From an optimization exercise on the open Yosys and OpenROAD flow, aimed at small area and a short achievable clock period; shortcuts taken in it are not production practice.
Function was checked by simulation only, so behaviour that the tests miss may differ from the original.
Power and IR drop assume default switching activity.

== v57 ==
==> flow/design.v (excerpt) <==
module FIR(Dout,
           Din,
           clk,
           reset);
Size: roughly 390 cells after synthesis, roughly 72 flip-flops, about 28 I/O pins, roughly 5100 sq um of cells after synthesis.
Settings: LEC_CHECK=0, CAP_MARGIN=20, CORE_MARGIN=2, CORE_UTILIZATION=40, SETUP_SLACK_MARGIN=5, SLEW_MARGIN=20, SYNTH_HIERARCHICAL=1, SYNTH_MINIMUM_KEEP_SIZE=0; clock period 12.0 ns.
run.sh (not shown) runs the stock make flow with config.mk's settings and CLKGATE_MAP_FILE= SYNTH_SCRIPT=/design/flow/synth_recipe.tcl, a recipe that flattens the netlist after the stock synthesis.
The final layout from v57, which completed every stage, passed the timing, DRC and antenna checks at the end of the flow.
#### Input delta (v25 over v57)
==> flow/flow/run.sh (new file) <==
#!/bin/bash
# Own layout flow: the standard ORFS flow (standard.sh's make command and
# synthesis, unchanged), with these changes after synthesis:
#  - timing repair aims at a setup slack margin of $MARGIN ns,
#  - port buffers are buf_2 cells (ORFS's default pick is a delay cell),
#  - clock tree: clkbuf_8 buffers, larger sink clusters, no dummy loads.
# ORFS writes each tool's log under orfs/logs/; make's output goes to
# make_*.log in this folder.
set -euo pipefail
MARGIN=5
MAKELINE=$(grep '^make ' standard.sh | sed 's/"\${@:-finish}"//')
run_make() { eval "$MAKELINE"' "$@"'; }
run_make synth > make_synth.log 2>&1
run_make "SETUP_SLACK_MARGIN=$MARGIN" \
  "BUFFER_PORTS_ARGS=-buffer_cell sky130_fd_sc_hd__buf_2" \
  "CTS_ARGS=-sink_clustering_enable -repair_clock_nets -dont_use_dummy_load -buf_list sky130_fd_sc_hd__clkbuf_8 -sink_clustering_size 30 -sink_clustering_max_diameter 100" \
  finish > make_finish.log 2>&1
# everything is built: this only writes out/final.def from the final layout
bash standard.sh finish > make_def.log 2>&1
==> flow/standard.sh (new file) <==
#!/bin/bash
# synth_recipe.tcl (not shown) runs the flow's synth.tcl, then flattens the netlist and writes it again
# the make line also repeats each setting of config.mk as NAME=value (left out here)
make -C /OpenROAD-flow-scripts/flow DESIGN_CONFIG=/design/flow/config.mk WORK_HOME=/design/flow/orfs CLKGATE_MAP_FILE= SYNTH_SCRIPT=/design/flow/synth_recipe.tcl "${@:-finish}"
removed: flow/run.sh
[summary]
v25 ended with every stage complete and zero timing, DRC or antenna violations.
The higher first-pass GRT wire length of v57 and v25 is in v57.
Total number of nets in the final design for v25 is lower than for v57.
Sort v57 and v25 by clock buffer count, ascending, and v25 comes first.
v25: proportion of power drawn by flip-flops and latches higher than v57
In v25, the core utilization of the finished layout came out 2.3 points below the value in v57.
In v25, the sequential share of layout area came out 1.2 points above the value in v57.
Worst setup slack: v25 worse than v57
The netlist area before placement of v57 and that of v25 are within noise of each other.
> inputs changed (v25 -> v49)
Settings: putting PLACE_DENSITY at 0.7 where nothing was set; swapping 40 for 60 in CORE_UTILIZATION.
Findings:
- v25 consumes less power than v49.
- v49 ended with less cell count than v25.
- In terms of clock-cell share of area, v25 and v49 differ only marginally.
- Going from v25 to v49, post-synthesis to final-layout area growth shrinks by 0.93 points.
- Compared with v25, in v49 number of placed cells counting well taps -about 12%, final area now smaller, die extent in x fell 21 um.
The following lists how v1 was set up differently from v49:
Settings: PLACE_DENSITY no longer set, was 0.7; CORE_UTILIZATION now 40, was 60.
diff --git a/flow/flow/run.sh b/flow/flow/run.sh
--- a/flow/flow/run.sh
+++ b/flow/flow/run.sh
@@ -16 +16 @@
-  "CTS_ARGS=-sink_clustering_enable -repair_clock_nets -dont_use_dummy_load -buf_list sky130_fd_sc_hd__clkbuf_8 -sink_clustering_size 30 -sink_clustering_max_diameter 100" \
+  "CTS_ARGS=-sink_clustering_enable -repair_clock_nets -dont_use_dummy_load -buf_list sky130_fd_sc_hd__clkbuf_8 -sink_clustering_size 36 -sink_clustering_max_diameter 300 -sink_clustering_levels 1" \
[summary]
Having completed the whole flow, v1 delivered a layout that passed the timing, DRC and antenna checks. Looking at final total power across both flows, v1 is the stronger of the two, with v49 trailing. Going from v49 to v1, finished layout cell area grew slightly. v1 ended up with a lower maximum fanout count along the critical path than v49 did. From v49 to v1, number of standard cells after synthesis did not move at all. In terms of worst clock skew, v49 and v1 differ only marginally. v1 contains fewer vias than v49. What v1 reported for first-iteration DRC count has to be multiplied by 0.45 to get the figure for v49. Power per unit of standard cell area: v1 < v49. Relative to v49, part of the total power dissipated in combinational logic has gone down in v1. As far as sequential power is concerned, v49 and v1 perform about the same. v1 vs v49: data arrival time of the worst path up in v1. End of the critical path = S[15]: v1; end of the critical path = Dout[15]: v49. Looking at launch point of the critical path, the Din[0] result is from v1; the Din[7] one comes from v49.
For v56, these inputs were changed with respect to v1:
Settings: PLACE_DENSITY newly set to 0.85; CORE_UTILIZATION changed from 40 to 75.
diff --git a/flow/flow/run.sh b/flow/flow/run.sh
--- a/flow/flow/run.sh
+++ b/flow/flow/run.sh
@@ -16 +16 @@
-  "CTS_ARGS=-sink_clustering_enable -repair_clock_nets -dont_use_dummy_load -buf_list sky130_fd_sc_hd__clkbuf_8 -sink_clustering_size 36 -sink_clustering_max_diameter 300 -sink_clustering_levels 1" \
+  "CTS_ARGS=-sink_clustering_enable -repair_clock_nets -dont_use_dummy_load -buf_list sky130_fd_sc_hd__clkbuf_8 -sink_clustering_size 30 -sink_clustering_max_diameter 100" \
==> comparison <==
- Compare v1 and v56 | worst slew margin relative to its limit higher: v1
- Looking at post-placement worst setup slack, v56 sits 0.079 ns below v1.
- Per the comparison of v56 with v1, maximum vdd drop up 130%, non-clock buffer count went down by 3.1%, total power went up.
- Diff v1 -> v56: final cell area excluding filler cells dropped 120 sq um, smallest hold slack climbed 0.0081 ns.
- Relative to v1, the count of fill cells added during filler insertion measured on v56 has decreased by more than half.
- Area added between synthesis and finish sits lower in v56 than in v1.

==> what the ideal ports hide <==
In the flow no input, the clock included, has a driving cell. The finished layouts below were timed again as built, in two steps.
Step 1 sets driving cells, clkbuf_16 on the clock port and buf_2 on the other inputs (assumed; they add their load-dependent delay and slew).
Step 2 moves the port delays by t, midway between the first and last clock arrival at a register: inputs arrive t later, outputs are due t later. That takes back most of the time a late clock gives input paths.
Three values: ideal, step 1, step 2; two values: the first two.
run | t, ns | setup WS [ns] | hold slack, ns | slew at the worst register clock pin (ns) | cell pins on the clock port's net
v57 | 0.368 | 5.028 / 4.972 / 4.693 | 0.474 / 0.474 / 0.474 | 0.06 / 0.06 | 1
v25 | 0.378 | 5.022 / 4.997 / 4.625 | 0.465 / 0.465 / 0.465 | 0.08 / 0.08 | 1
v49 | 0.361 | 5.071 / 5.033 / 4.764 | 0.476 / 0.476 / 0.476 | 0.08 / 0.08 | 1
v1 | 0.378 | 5.022 / 4.997 / 4.625 | 0.465 / 0.465 / 0.465 | 0.08 / 0.08 | 1
v56 | 0.370 | 4.945 / 4.919 / 4.549 | 0.473 / 0.473 / 0.473 | 0.08 / 0.08 | 1
After both steps setup and hold are still met in every run listed.
